This is an optimization exercise on Yosys and OpenROAD, whose aim is small area, not a production implementation. Only simulation tests tie the RTL to the original design; equivalence was not proved. The flow treats the clock pin as an ideal source, which a real chip does not have. Power figures rest on the tool's default switching activity, not on a simulated workload.

## nickel
==> flow/design.v (excerpt) <==
module top (input clk,
			input clr,
			input[7:0] sram_data_in,
			input[7:0] rom_data,
			output sram_we,
			output[18:0] sram_addr,
			output[7:0] sram_data_out,
			output rom_oe,
			output rom_ce,
			output[17:0] rom_addr,
			output EN,
			output LED,
			output sram_oe,
			output sram_ce,
			output sram_NC,
			output rom_pgm,
			output audio_stop,
			output audio_gain,
			output audio_NC,
			output audio_data,
			input[7:0] buttons
			);
	assign sram_oe = 1'b0;
	assign sram_ce = 1'b0;
	assign sram_NC = 1'b1;
	assign rom_pgm = 1'b1;
	assign audio_stop = 1'b0;
	assign audio_gain = 1'b0;
	assign audio_NC = 1'b0;
	assign rom_oe = rom_off;
	assign rom_ce = rom_off;
	wire core_sram_req, core_we, rom_off;
	wire [18:0] core_sram_addr;
	wire [7:0] core_write_data;
	wire IO_req, IO_we, IO_ready;
	wire [18:0] IO_addr;
	wire [7:0] IO_write_data, IO_data;
	wire start, audio_req, audio_done;
	wire [7:0] stop_len;
	wire [18:0] audio_addr;
	Core _Core(.clk(clk), .clr(clr),
		.rom_data(rom_data), .sram_data_in(sram_data_in), .io_owns_sram(IO_ready),
		.rom_addr(rom_addr), .rom_off(rom_off),
		.sram_req(core_sram_req), .we(core_we), .sram_addr(core_sram_addr),
		.write_data(core_write_data));
	MemoryController _MemoryController(.clk(clk), .clr(clr),
		.sram_we(sram_we), .sram_addr(sram_addr), .sram_data_in(sram_data_in),
		.sram_data_out(sram_data_out), .EN(EN),
		.core_sram_req(core_sram_req), .core_we(core_we), .core_sram_addr(core_sram_addr),
		.core_write_data(core_write_data),
		.IO_req(IO_req), .IO_we(IO_we), .IO_addr(IO_addr), .IO_write_data(IO_write_data),
		.IO_data(IO_data), .IO_ready(IO_ready));
	IOController _IOController(.clk(clk), .clr(clr), .button(buttons),
		.mem_data(IO_data), .req(IO_req), .we(IO_we), .addr(IO_addr),
		.write_data(IO_write_data), .LED(LED),
		.audio_req(audio_req), .audio_addr(audio_addr), .audio_done(audio_done),
		.start(start), .stop_len(stop_len));
	audioController _audioController(.clk(clk), .clr(clr),
		.mem_data(IO_data), .data_ready(IO_ready), .start(start), .stop_len(stop_len),
		.addr(audio_addr), .req(audio_req), .done(audio_done), .data(audio_data));
endmodule
export LEC_CHECK = 0
export CAP_MARGIN = 20
export CORE_MARGIN = 2
export CORE_UTILIZATION = 60
export GPL_TIMING_DRIVEN = 0
export PLACE_DENSITY = 0.65
export SLEW_MARGIN = 20
create_clock -name core_clock -period 10.0 [get_ports {clk}]
standard.sh (not shown) runs the stock make flow with config.mk's settings and CLKGATE_MAP_FILE= SYNTH_SCRIPT=/design/flow/synth_recipe.tcl, a recipe that flattens the netlist after the stock synthesis.
==> flow/flow/run.sh <==
#!/bin/bash
# Own layout flow: the standard flow (standard.sh, ORFS) with these changes:
#  - synthesis maps the logic with an area-oriented ABC script (flow/area.abc)
#    and leaves adders to ABC instead of extracting half/full adder cells;
#    registers, their names and cell types are the standard synthesis's
#    (ABC maps only combinational logic); no pass-through output buffers;
#  - port buffers are buf_1 cells, and repair buffers the smaller sizes
#    (flow/small_bufs.tcl);
#  - clock tree synthesis uses clkbuf_8 cells on clusters of at most 18
#    flip-flops within 60 um, and no dummy loads;
#  - after clock tree synthesis, cells off the critical paths are downsized
#    (flow/recover.tcl).
# make's output goes to flow.log here; ORFS keeps each step's log under orfs/logs.
set -euo pipefail
W=$PWD
{
	echo "proc abc {args} { set i [lsearch \$args -script]; lset args [expr {\$i + 1}] $W/flow/area.abc; yosys abc {*}\$args }"
	cat synth_recipe.tcl
} > my_synth.tcl
CTS="-sink_clustering_enable -repair_clock_nets -dont_use_dummy_load -buf_list sky130_fd_sc_hd__clkbuf_8 -tree_buf sky130_fd_sc_hd__clkbuf_4 -root_buf sky130_fd_sc_hd__clkbuf_4 -sink_clustering_size 18 -sink_clustering_max_diameter 60"
sed -e "s#SYNTH_SCRIPT=[^ ]*#SYNTH_SCRIPT=$W/my_synth.tcl ADDER_MAP_FILE= SYNTH_INSBUF=0 'CTS_ARGS=$CTS' 'BUFFER_PORTS_ARGS=-buffer_cell sky130_fd_sc_hd__buf_1' PRE_FLOORPLAN_TCL=$W/flow/small_bufs.tcl PRE_GLOBAL_PLACE_TCL=$W/flow/small_bufs.tcl PRE_RESIZE_TCL=$W/flow/small_bufs.tcl PRE_CTS_TCL=$W/flow/small_bufs.tcl PRE_GLOBAL_ROUTE_TCL=$W/flow/small_bufs.tcl POST_CTS_TCL=$W/flow/recover.tcl#" standard.sh > my_standard.sh
grep -q "my_synth.tcl ADDER_MAP_FILE=" my_standard.sh
bash my_standard.sh finish > flow.log 2>&1
test -s out/final.def
==> flow/flow/area.abc <==
strash
&get -n
&deepsyn -T 30
&put
dch -f
amap
mfs2
strash
dch -f
amap
topo
==> flow/flow/recover.tcl <==
# Downsize cells off the critical paths, then legalize again.
estimate_parasitics -placement
repair_timing -recover_power 100
detailed_placement
check_placement -verbose
==> flow/flow/small_bufs.tcl <==
# Repair buffers: the smaller sizes only.
set_dont_use {sky130_fd_sc_hd__buf_4 sky130_fd_sc_hd__buf_6 sky130_fd_sc_hd__buf_8 sky130_fd_sc_hd__buf_12 sky130_fd_sc_hd__buf_16 sky130_fd_sc_hd__bufbuf_8 sky130_fd_sc_hd__bufbuf_16}
Both conditions hold for nickel: the flow ran to the end and the final layout passed the timing, design-rule and antenna checks.
> inputs changed (nickel -> juniper)
- a change of PLACE_DENSITY from 0.65 to 0.75
--- a/flow/flow/run.sh
+++ b/flow/flow/run.sh
@@ -9,3 +9,3 @@
 #  - clock tree synthesis uses clkbuf_8 cells on clusters of at most 18
-#    flip-flops within 60 um, and no dummy loads;
+#    flip-flops within 80 um, and no dummy loads;
 #  - after clock tree synthesis, cells off the critical paths are downsized
@@ -19,3 +19,3 @@
 } > my_synth.tcl
-CTS="-sink_clustering_enable -repair_clock_nets -dont_use_dummy_load -buf_list sky130_fd_sc_hd__clkbuf_8 -tree_buf sky130_fd_sc_hd__clkbuf_4 -root_buf sky130_fd_sc_hd__clkbuf_4 -sink_clustering_size 18 -sink_clustering_max_diameter 60"
+CTS="-sink_clustering_enable -repair_clock_nets -dont_use_dummy_load -buf_list sky130_fd_sc_hd__clkbuf_8 -sink_clustering_size 18 -sink_clustering_max_diameter 80"
 sed -e "s#SYNTH_SCRIPT=[^ ]*#SYNTH_SCRIPT=$W/my_synth.tcl ADDER_MAP_FILE= SYNTH_INSBUF=0 'CTS_ARGS=$CTS' 'BUFFER_PORTS_ARGS=-buffer_cell sky130_fd_sc_hd__buf_1' PRE_FLOORPLAN_TCL=$W/flow/small_bufs.tcl PRE_GLOBAL_PLACE_TCL=$W/flow/small_bufs.tcl PRE_RESIZE_TCL=$W/flow/small_bufs.tcl PRE_CTS_TCL=$W/flow/small_bufs.tcl PRE_GLOBAL_ROUTE_TCL=$W/flow/small_bufs.tcl POST_CTS_TCL=$W/flow/recover.tcl#" standard.sh > my_standard.sh
==> comparison <==
On average vias per placed instance, juniper tracks nickel almost exactly.
Number of buffer and inverter instances along the worst setup path (lower): nickel
| buffer share of cell area | lower: nickel |
Wire: juniper routes less than nickel
juniper has number of ordinary and repair buffers in the finished layout above what nickel had.
Lower critical path arrival goes to nickel over juniper.


top again, from the RTL that the note above started with.
==> flow/design.v (excerpt) <==
module top (input clk,
			input clr,
			input[7:0] sram_data_in,
			input[7:0] rom_data,
			output sram_we,
			output[18:0] sram_addr,
			output[7:0] sram_data_out,
			output rom_oe,
			output rom_ce,
			output[17:0] rom_addr,
			output EN,
			output LED,
			output sram_oe,
			output sram_ce,
			output sram_NC,
			output rom_pgm,
			output audio_stop,
			output audio_gain,
			output audio_NC,
			output audio_data,
			input[7:0] buttons
			);
	assign sram_oe = 1'b0;
	assign sram_ce = 1'b0;
	assign sram_NC = 1'b1;
	assign rom_pgm = 1'b1;
	assign audio_stop = 1'b0;
	assign audio_gain = 1'b0;
	assign audio_NC = 1'b0;
	assign rom_oe = rom_off;
	assign rom_ce = rom_off;
	wire core_sram_req, core_we, rom_off;
	wire [18:0] core_sram_addr;
	wire [7:0] core_write_data;
	wire IO_req, IO_we, IO_ready;
	wire [18:0] IO_addr;
	wire [7:0] IO_write_data, IO_data;
	wire start, audio_req, audio_done;
	wire [7:0] stop_len;
	wire [18:0] audio_addr;
	Core _Core(.clk(clk), .clr(clr),
		.rom_data(rom_data), .sram_data_in(sram_data_in), .io_owns_sram(IO_ready),
		.rom_addr(rom_addr), .rom_off(rom_off),
		.sram_req(core_sram_req), .we(core_we), .sram_addr(core_sram_addr),
		.write_data(core_write_data));
	MemoryController _MemoryController(.clk(clk), .clr(clr),
		.sram_we(sram_we), .sram_addr(sram_addr), .sram_data_in(sram_data_in),
		.sram_data_out(sram_data_out), .EN(EN),
		.core_sram_req(core_sram_req), .core_we(core_we), .core_sram_addr(core_sram_addr),
		.core_write_data(core_write_data),
		.IO_req(IO_req), .IO_we(IO_we), .IO_addr(IO_addr), .IO_write_data(IO_write_data),
		.IO_data(IO_data), .IO_ready(IO_ready));
	IOController _IOController(.clk(clk), .clr(clr), .button(buttons),
		.mem_data(IO_data), .req(IO_req), .we(IO_we), .addr(IO_addr),
  ...
Settings: LEC_CHECK=0, CAP_MARGIN=20, CORE_MARGIN=2, CORE_UTILIZATION=60, GPL_TIMING_DRIVEN=0, PLACE_DENSITY=0.65, SLEW_MARGIN=20; clock period 10.0 ns.
==> flow/flow/run.sh <==
#!/bin/bash
# Own layout flow: the standard flow (standard.sh, ORFS) with these changes:
#  - synthesis maps the logic with an area-oriented ABC script (flow/area.abc)
#    and leaves adders to ABC instead of extracting half/full adder cells;
#    registers, their names and cell types are the standard synthesis's
#    (ABC maps only combinational logic); no pass-through output buffers;
#  - port buffers are buf_1 cells, and repair buffers the smaller sizes
#    (flow/small_bufs.tcl);
#  - clock tree synthesis uses clkbuf_8 cells on clusters of at most 18
#    flip-flops within 60 um, and no dummy loads;
#  - after clock tree synthesis, cells off the critical paths are downsized
#    (flow/recover.tcl).
# make's output goes to flow.log here; ORFS keeps each step's log under orfs/logs.
set -euo pipefail
W=$PWD
{
	echo "proc abc {args} { set i [lsearch \$args -script]; lset args [expr {\$i + 1}] $W/flow/area.abc; yosys abc {*}\$args }"
	cat synth_recipe.tcl
} > my_synth.tcl
CTS="-sink_clustering_enable -repair_clock_nets -dont_use_dummy_load -buf_list sky130_fd_sc_hd__clkbuf_8 -tree_buf sky130_fd_sc_hd__clkbuf_4 -root_buf sky130_fd_sc_hd__clkbuf_4 -sink_clustering_size 16 -sink_clustering_max_diameter 70"
sed -e "s#SYNTH_SCRIPT=[^ ]*#SYNTH_SCRIPT=$W/my_synth.tcl ADDER_MAP_FILE= SYNTH_INSBUF=0 'CTS_ARGS=$CTS' 'BUFFER_PORTS_ARGS=-buffer_cell sky130_fd_sc_hd__buf_1' PRE_FLOORPLAN_TCL=$W/flow/small_bufs.tcl PRE_GLOBAL_PLACE_TCL=$W/flow/small_bufs.tcl PRE_RESIZE_TCL=$W/flow/small_bufs.tcl PRE_CTS_TCL=$W/flow/small_bufs.tcl PRE_GLOBAL_ROUTE_TCL=$W/flow/small_bufs.tcl POST_CTS_TCL=$W/flow/recover.tcl#" standard.sh > my_standard.sh
grep -q "my_synth.tcl ADDER_MAP_FILE=" my_standard.sh
bash my_standard.sh finish > flow.log 2>&1
test -s out/final.def
Scripts as last shown in full above: flow/flow/area.abc, flow/flow/recover.tcl, flow/flow/small_bufs.tcl
The starting point ran to the end with no violations.
Change:
--- a/flow/flow/run.sh
+++ b/flow/flow/run.sh
@@ -10 +10 @@
-#    flip-flops within 60 um, and no dummy loads;
+#    flip-flops within 60 um, clkbuf_4 cells above them, and no dummy loads;
@@ -20 +20 @@
-CTS="-sink_clustering_enable -repair_clock_nets -dont_use_dummy_load -buf_list sky130_fd_sc_hd__clkbuf_8 -tree_buf sky130_fd_sc_hd__clkbuf_4 -root_buf sky130_fd_sc_hd__clkbuf_4 -sink_clustering_size 16 -sink_clustering_max_diameter 70"
+CTS="-sink_clustering_enable -repair_clock_nets -dont_use_dummy_load -buf_list sky130_fd_sc_hd__clkbuf_8 -tree_buf sky130_fd_sc_hd__clkbuf_4 -root_buf sky130_fd_sc_hd__clkbuf_4 -sink_clustering_size 18 -sink_clustering_max_diameter 60"
- The new run ran to the end with no violations
- clock-buffer cell count is unchanged
- design area is about the same
- hold slack barely changes
- flip-flop and latch count is unchanged
- worst setup slack is better by 31 ps
- maximum frequency is higher by 0.33%
- non-clock buffer count is lower by 6
Change:
--- a/flow/flow/run.sh
+++ b/flow/flow/run.sh
@@ -10 +10 @@
-#    flip-flops within 60 um, clkbuf_4 cells above them, and no dummy loads;
+#    flip-flops within 80 um, and no dummy loads;
@@ -20 +20 @@
-CTS="-sink_clustering_enable -repair_clock_nets -dont_use_dummy_load -buf_list sky130_fd_sc_hd__clkbuf_8 -tree_buf sky130_fd_sc_hd__clkbuf_4 -root_buf sky130_fd_sc_hd__clkbuf_4 -sink_clustering_size 18 -sink_clustering_max_diameter 60"
+CTS="-sink_clustering_enable -repair_clock_nets -dont_use_dummy_load -buf_list sky130_fd_sc_hd__clkbuf_8 -sink_clustering_size 18 -sink_clustering_max_diameter 80"
==> flow/flow/small_bufs.tcl (replaced) <==
# Repair buffers: the smaller sizes only.
set_dont_use {sky130_fd_sc_hd__buf_4 sky130_fd_sc_hd__buf_6 sky130_fd_sc_hd__buf_8 sky130_fd_sc_hd__buf_12 sky130_fd_sc_hd__buf_16 sky130_fd_sc_hd__bufbuf_8 sky130_fd_sc_hd__bufbuf_16 sky130_fd_sc_hd__clkbuf_16}
After rerunning:
- The new run ran to the end with no violations
- final cell count falls by about 0.35%
- core utilization came out lower by 0.21 points
- synthesized area does not change
- hold slack gets better by 5.8 ps
- combinational power stays flat
- flip-flop and latch count is unchanged
- design area is lower by 0.32%
- routed wire length stays flat
- global-route usage decreases by 0.28 points
- synthesized cell count is unchanged
- setup slack got worse by 50 ps
Change:
--- a/flow/flow/run.sh
+++ b/flow/flow/run.sh
@@ -10 +10 @@
-#    flip-flops within 80 um, and no dummy loads;
+#    flip-flops within 60 um, and no dummy loads;
@@ -20 +20 @@
-CTS="-sink_clustering_enable -repair_clock_nets -dont_use_dummy_load -buf_list sky130_fd_sc_hd__clkbuf_8 -sink_clustering_size 18 -sink_clustering_max_diameter 80"
+CTS="-sink_clustering_enable -repair_clock_nets -dont_use_dummy_load -buf_list sky130_fd_sc_hd__clkbuf_8 -sink_clustering_size 18 -sink_clustering_max_diameter 60"
==> flow/flow/small_bufs.tcl (replaced) <==
# Repair buffers: the smaller sizes only.
set_dont_use {sky130_fd_sc_hd__buf_4 sky130_fd_sc_hd__buf_6 sky130_fd_sc_hd__buf_8 sky130_fd_sc_hd__buf_12 sky130_fd_sc_hd__buf_16 sky130_fd_sc_hd__bufbuf_8 sky130_fd_sc_hd__bufbuf_16}
Result:
- design area climbs by 0.64%
- power increases by 1.3%
- cell count came out higher by 0.53%


Another version of the RTL of top (not shown whole).
For scale: ~1700 cells after synthesis, about 400 flip-flops, roughly 84 I/O pins.
export LEC_CHECK = 0
export CAP_MARGIN = 20
export CORE_MARGIN = 2
export CORE_UTILIZATION = 60
export GPL_TIMING_DRIVEN = 0
export PLACE_DENSITY = 0.75
export SLEW_MARGIN = 20
create_clock -name core_clock -period 10.0 [get_ports {clk}]
==> flow/flow/run.sh <==
#!/bin/bash
# Own layout flow: the standard flow (standard.sh, ORFS), with these changes:
#  - synthesis maps the logic with an area-oriented ABC script (flow/area.abc)
#    and leaves adders to ABC instead of extracting half/full adder cells;
#    registers, their names and cell types are the standard synthesis's
#    (ABC maps only combinational logic);
#  - port buffers are buf_1 cells;
#  - clock tree synthesis uses small clock buffers and no dummy loads.
# Each tool's output goes to flow.log here and to ORFS's own logs under orfs/logs.
set -euo pipefail
W=$PWD
{
	echo "proc abc {args} { set i [lsearch \$args -script]; lset args [expr {\$i + 1}] $W/flow/area.abc; yosys abc {*}\$args }"
	cat synth_recipe.tcl
} > my_synth.tcl
CTS="-sink_clustering_enable -repair_clock_nets -dont_use_dummy_load -buf_list sky130_fd_sc_hd__clkbuf_8 -sink_clustering_size 18 -sink_clustering_max_diameter 60"
sed -e "s#SYNTH_SCRIPT=[^ ]*#SYNTH_SCRIPT=$W/my_synth.tcl ADDER_MAP_FILE= 'CTS_ARGS=$CTS' 'BUFFER_PORTS_ARGS=-buffer_cell sky130_fd_sc_hd__buf_1' PRE_FLOORPLAN_TCL=$W/flow/small_bufs.tcl PRE_GLOBAL_PLACE_TCL=$W/flow/small_bufs.tcl PRE_RESIZE_TCL=$W/flow/small_bufs.tcl PRE_CTS_TCL=$W/flow/small_bufs.tcl PRE_GLOBAL_ROUTE_TCL=$W/flow/small_bufs.tcl#" standard.sh > my_standard.sh
grep -q "my_synth.tcl ADDER_MAP_FILE=" my_standard.sh
bash my_standard.sh finish > flow.log 2>&1
test -s out/final.def
==> flow/flow/small_bufs.tcl <==
# Repair buffers: the smaller sizes only.
set_dont_use {sky130_fd_sc_hd__buf_4 sky130_fd_sc_hd__buf_6 sky130_fd_sc_hd__buf_8 sky130_fd_sc_hd__buf_12 sky130_fd_sc_hd__buf_16 sky130_fd_sc_hd__bufbuf_8 sky130_fd_sc_hd__bufbuf_16}
Scripts as last shown in full above: flow/flow/area.abc
Then changed:
--- a/flow/flow/run.sh
+++ b/flow/flow/run.sh
@@ -16,2 +16,2 @@
-CTS="-sink_clustering_enable -repair_clock_nets -dont_use_dummy_load -buf_list sky130_fd_sc_hd__clkbuf_8 -sink_clustering_size 18 -sink_clustering_max_diameter 60"
-sed -e "s#SYNTH_SCRIPT=[^ ]*#SYNTH_SCRIPT=$W/my_synth.tcl ADDER_MAP_FILE= 'CTS_ARGS=$CTS' 'BUFFER_PORTS_ARGS=-buffer_cell sky130_fd_sc_hd__buf_1' PRE_FLOORPLAN_TCL=$W/flow/small_bufs.tcl PRE_GLOBAL_PLACE_TCL=$W/flow/small_bufs.tcl PRE_RESIZE_TCL=$W/flow/small_bufs.tcl PRE_CTS_TCL=$W/flow/small_bufs.tcl PRE_GLOBAL_ROUTE_TCL=$W/flow/small_bufs.tcl#" standard.sh > my_standard.sh
+CTS="-sink_clustering_enable -repair_clock_nets -dont_use_dummy_load -buf_list sky130_fd_sc_hd__clkbuf_16 -sink_clustering_size 36 -sink_clustering_max_diameter 80"
+sed -e "s#SYNTH_SCRIPT=[^ ]*#SYNTH_SCRIPT=$W/my_synth.tcl ADDER_MAP_FILE= 'CTS_ARGS=$CTS' 'BUFFER_PORTS_ARGS=-buffer_cell sky130_fd_sc_hd__buf_1'#" standard.sh > my_standard.sh
==> flow/flow/area.abc (replaced) <==
strash
dc2
dch -f
amap
mfs2
strash
dc2
dch -f
amap
mfs2
strash
dch -f
amap
topo
--- a/flow/config.mk
+++ b/flow/config.mk
@@ -11 +10,0 @@
-export GPL_TIMING_DRIVEN = 0
removed: flow/flow/small_bufs.tcl
What happened:
- The new run passed the timing, design-rule and antenna checks
- non-clock buffer count went up by 2
- register-to-register slack improved by 0.18 ns
- via count goes up by a few percent
- routed wire length went up by a few percent
- power came out higher by a little under a tenth
- hold slack stays flat
- cell area increases slightly
- setup slack gains 0.15 ns
Then changed:
--- a/flow/flow/run.sh
+++ b/flow/flow/run.sh
@@ -16,2 +16,2 @@
-CTS="-sink_clustering_enable -repair_clock_nets -dont_use_dummy_load -buf_list sky130_fd_sc_hd__clkbuf_16 -sink_clustering_size 36 -sink_clustering_max_diameter 80"
-sed -e "s#SYNTH_SCRIPT=[^ ]*#SYNTH_SCRIPT=$W/my_synth.tcl ADDER_MAP_FILE= 'CTS_ARGS=$CTS' 'BUFFER_PORTS_ARGS=-buffer_cell sky130_fd_sc_hd__buf_1'#" standard.sh > my_standard.sh
+CTS="-sink_clustering_enable -repair_clock_nets -dont_use_dummy_load -buf_list sky130_fd_sc_hd__clkbuf_8 -sink_clustering_size 18 -sink_clustering_max_diameter 60"
+sed -e "s#SYNTH_SCRIPT=[^ ]*#SYNTH_SCRIPT=$W/my_synth.tcl ADDER_MAP_FILE= SYNTH_INSBUF=0 'CTS_ARGS=$CTS' 'BUFFER_PORTS_ARGS=-buffer_cell sky130_fd_sc_hd__buf_1' PRE_FLOORPLAN_TCL=$W/flow/small_bufs.tcl PRE_GLOBAL_PLACE_TCL=$W/flow/small_bufs.tcl PRE_RESIZE_TCL=$W/flow/small_bufs.tcl PRE_CTS_TCL=$W/flow/small_bufs.tcl PRE_GLOBAL_ROUTE_TCL=$W/flow/small_bufs.tcl#" standard.sh > my_standard.sh
==> flow/flow/area.abc (replaced) <==
strash
&get -n
&deepsyn -T 30
&put
dch -f
amap
mfs2
strash
dch -f
amap
topo
==> flow/flow/small_bufs.tcl (new file) <==
# Repair buffers: the smaller sizes only.
set_dont_use {sky130_fd_sc_hd__buf_4 sky130_fd_sc_hd__buf_6 sky130_fd_sc_hd__buf_8 sky130_fd_sc_hd__buf_12 sky130_fd_sc_hd__buf_16 sky130_fd_sc_hd__bufbuf_8 sky130_fd_sc_hd__bufbuf_16}
--- a/flow/config.mk
+++ b/flow/config.mk
@@ -10,0 +11 @@
+export GPL_TIMING_DRIVEN = 0
Result: Area after synthesis drops by 1.9%; total power drops by about 7%; via count drops by 2.9%; final area drops by about 1.8%.
Then changed:
--- a/flow/flow/run.sh
+++ b/flow/flow/run.sh
@@ -17 +17 @@
-sed -e "s#SYNTH_SCRIPT=[^ ]*#SYNTH_SCRIPT=$W/my_synth.tcl ADDER_MAP_FILE= SYNTH_INSBUF=0 'CTS_ARGS=$CTS' 'BUFFER_PORTS_ARGS=-buffer_cell sky130_fd_sc_hd__buf_1' PRE_FLOORPLAN_TCL=$W/flow/small_bufs.tcl PRE_GLOBAL_PLACE_TCL=$W/flow/small_bufs.tcl PRE_RESIZE_TCL=$W/flow/small_bufs.tcl PRE_CTS_TCL=$W/flow/small_bufs.tcl PRE_GLOBAL_ROUTE_TCL=$W/flow/small_bufs.tcl#" standard.sh > my_standard.sh
+sed -e "s#SYNTH_SCRIPT=[^ ]*#SYNTH_SCRIPT=$W/my_synth.tcl ADDER_MAP_FILE= SYNTH_INSBUF=0 'CTS_ARGS=$CTS' 'BUFFER_PORTS_ARGS=-buffer_cell sky130_fd_sc_hd__buf_1' PRE_FLOORPLAN_TCL=$W/flow/small_bufs.tcl PRE_GLOBAL_PLACE_TCL=$W/flow/small_bufs.tcl PRE_RESIZE_TCL=$W/flow/small_bufs.tcl PRE_CTS_TCL=$W/flow/small_bufs.tcl PRE_GLOBAL_ROUTE_TCL=$W/flow/small_bufs.tcl POST_CTS_TCL=$W/flow/recover.tcl#" standard.sh > my_standard.sh
==> flow/flow/recover.tcl (new file) <==
# Downsize cells off the critical paths, then legalize again.
estimate_parasitics -placement
repair_timing -recover_power 100
detailed_placement
check_placement -verbose
The new run produced a clean layout.
Hold slack stays flat.
Clock power barely changes.
Routed wire length barely changes.
Design area hardly moves.

## static timing again, ports no longer ideal
In the flow no input, the clock included, has a driving cell. The finished layouts below were timed again as built, in two steps. Step 1, drivers: a clkbuf_16 drives clk and a buf_2 each remaining input, both assumed. Step 2, shift: input delay + t, output delay - t, t = (earliest + latest rising clock arrival at the registers) / 2. This alone moves slack from input paths to output paths. Slacks: ideal / step 1 / step 2; pairs: ideal / step 1.
| run | t, ns | slack for setup (ns) | hold slack, ns | clock arrival spread, ns |
|---|---|---|---|---|
| nickel | 0.720 | 0.709 / 0.709 / 0.347 | 0.495 / 0.495 / 0.495 | 0.141 / 0.141 |
| juniper | 0.643 | 0.392 / 0.392 / 0.138 | 0.488 / 0.488 / 0.488 | 0.089 / 0.089 |
| the first run of note 2 | 0.706 | 0.678 / 0.678 / 0.253 | 0.495 / 0.495 / 0.495 | 0.134 / 0.134 |
| the second run of note 2 | 0.720 | 0.709 / 0.709 / 0.347 | 0.495 / 0.495 / 0.495 | 0.141 / 0.141 |
| the third run of note 2 | 0.647 | 0.659 / 0.659 / 0.164 | 0.501 / 0.501 / 0.501 | 0.063 / 0.063 |
| the fourth run of note 2 | 0.603 | 0.751 / 0.751 / 0.256 | 0.495 / 0.495 / 0.495 | 0.107 / 0.107 |
| the first run of note 3 | 0.651 | 0.598 / 0.598 / 0.102 | 0.492 / 0.492 / 0.492 | 0.091 / 0.091 |
| the second run of note 3 | 0.590 | 0.750 / 0.761 / 0.172 | 0.493 / 0.493 / 0.493 | 0.085 / 0.085 |
| the third run of note 3 | 0.595 | 0.553 / 0.540 / -0.054 | 0.499 / 0.499 / 0.499 | 0.103 / 0.103 |
| the fourth run of note 3 | 0.599 | 0.600 / 0.581 / -0.018 | 0.499 / 0.499 / 0.499 | 0.111 / 0.110 |
With both steps, setup timing fails in the third run of note 3 and the fourth run of note 3, where it was met with ideal ports. The setup slack of the fourth run of note 3, which loses most, moves by -0.019 ns with the drivers and by -0.618 ns with both steps.
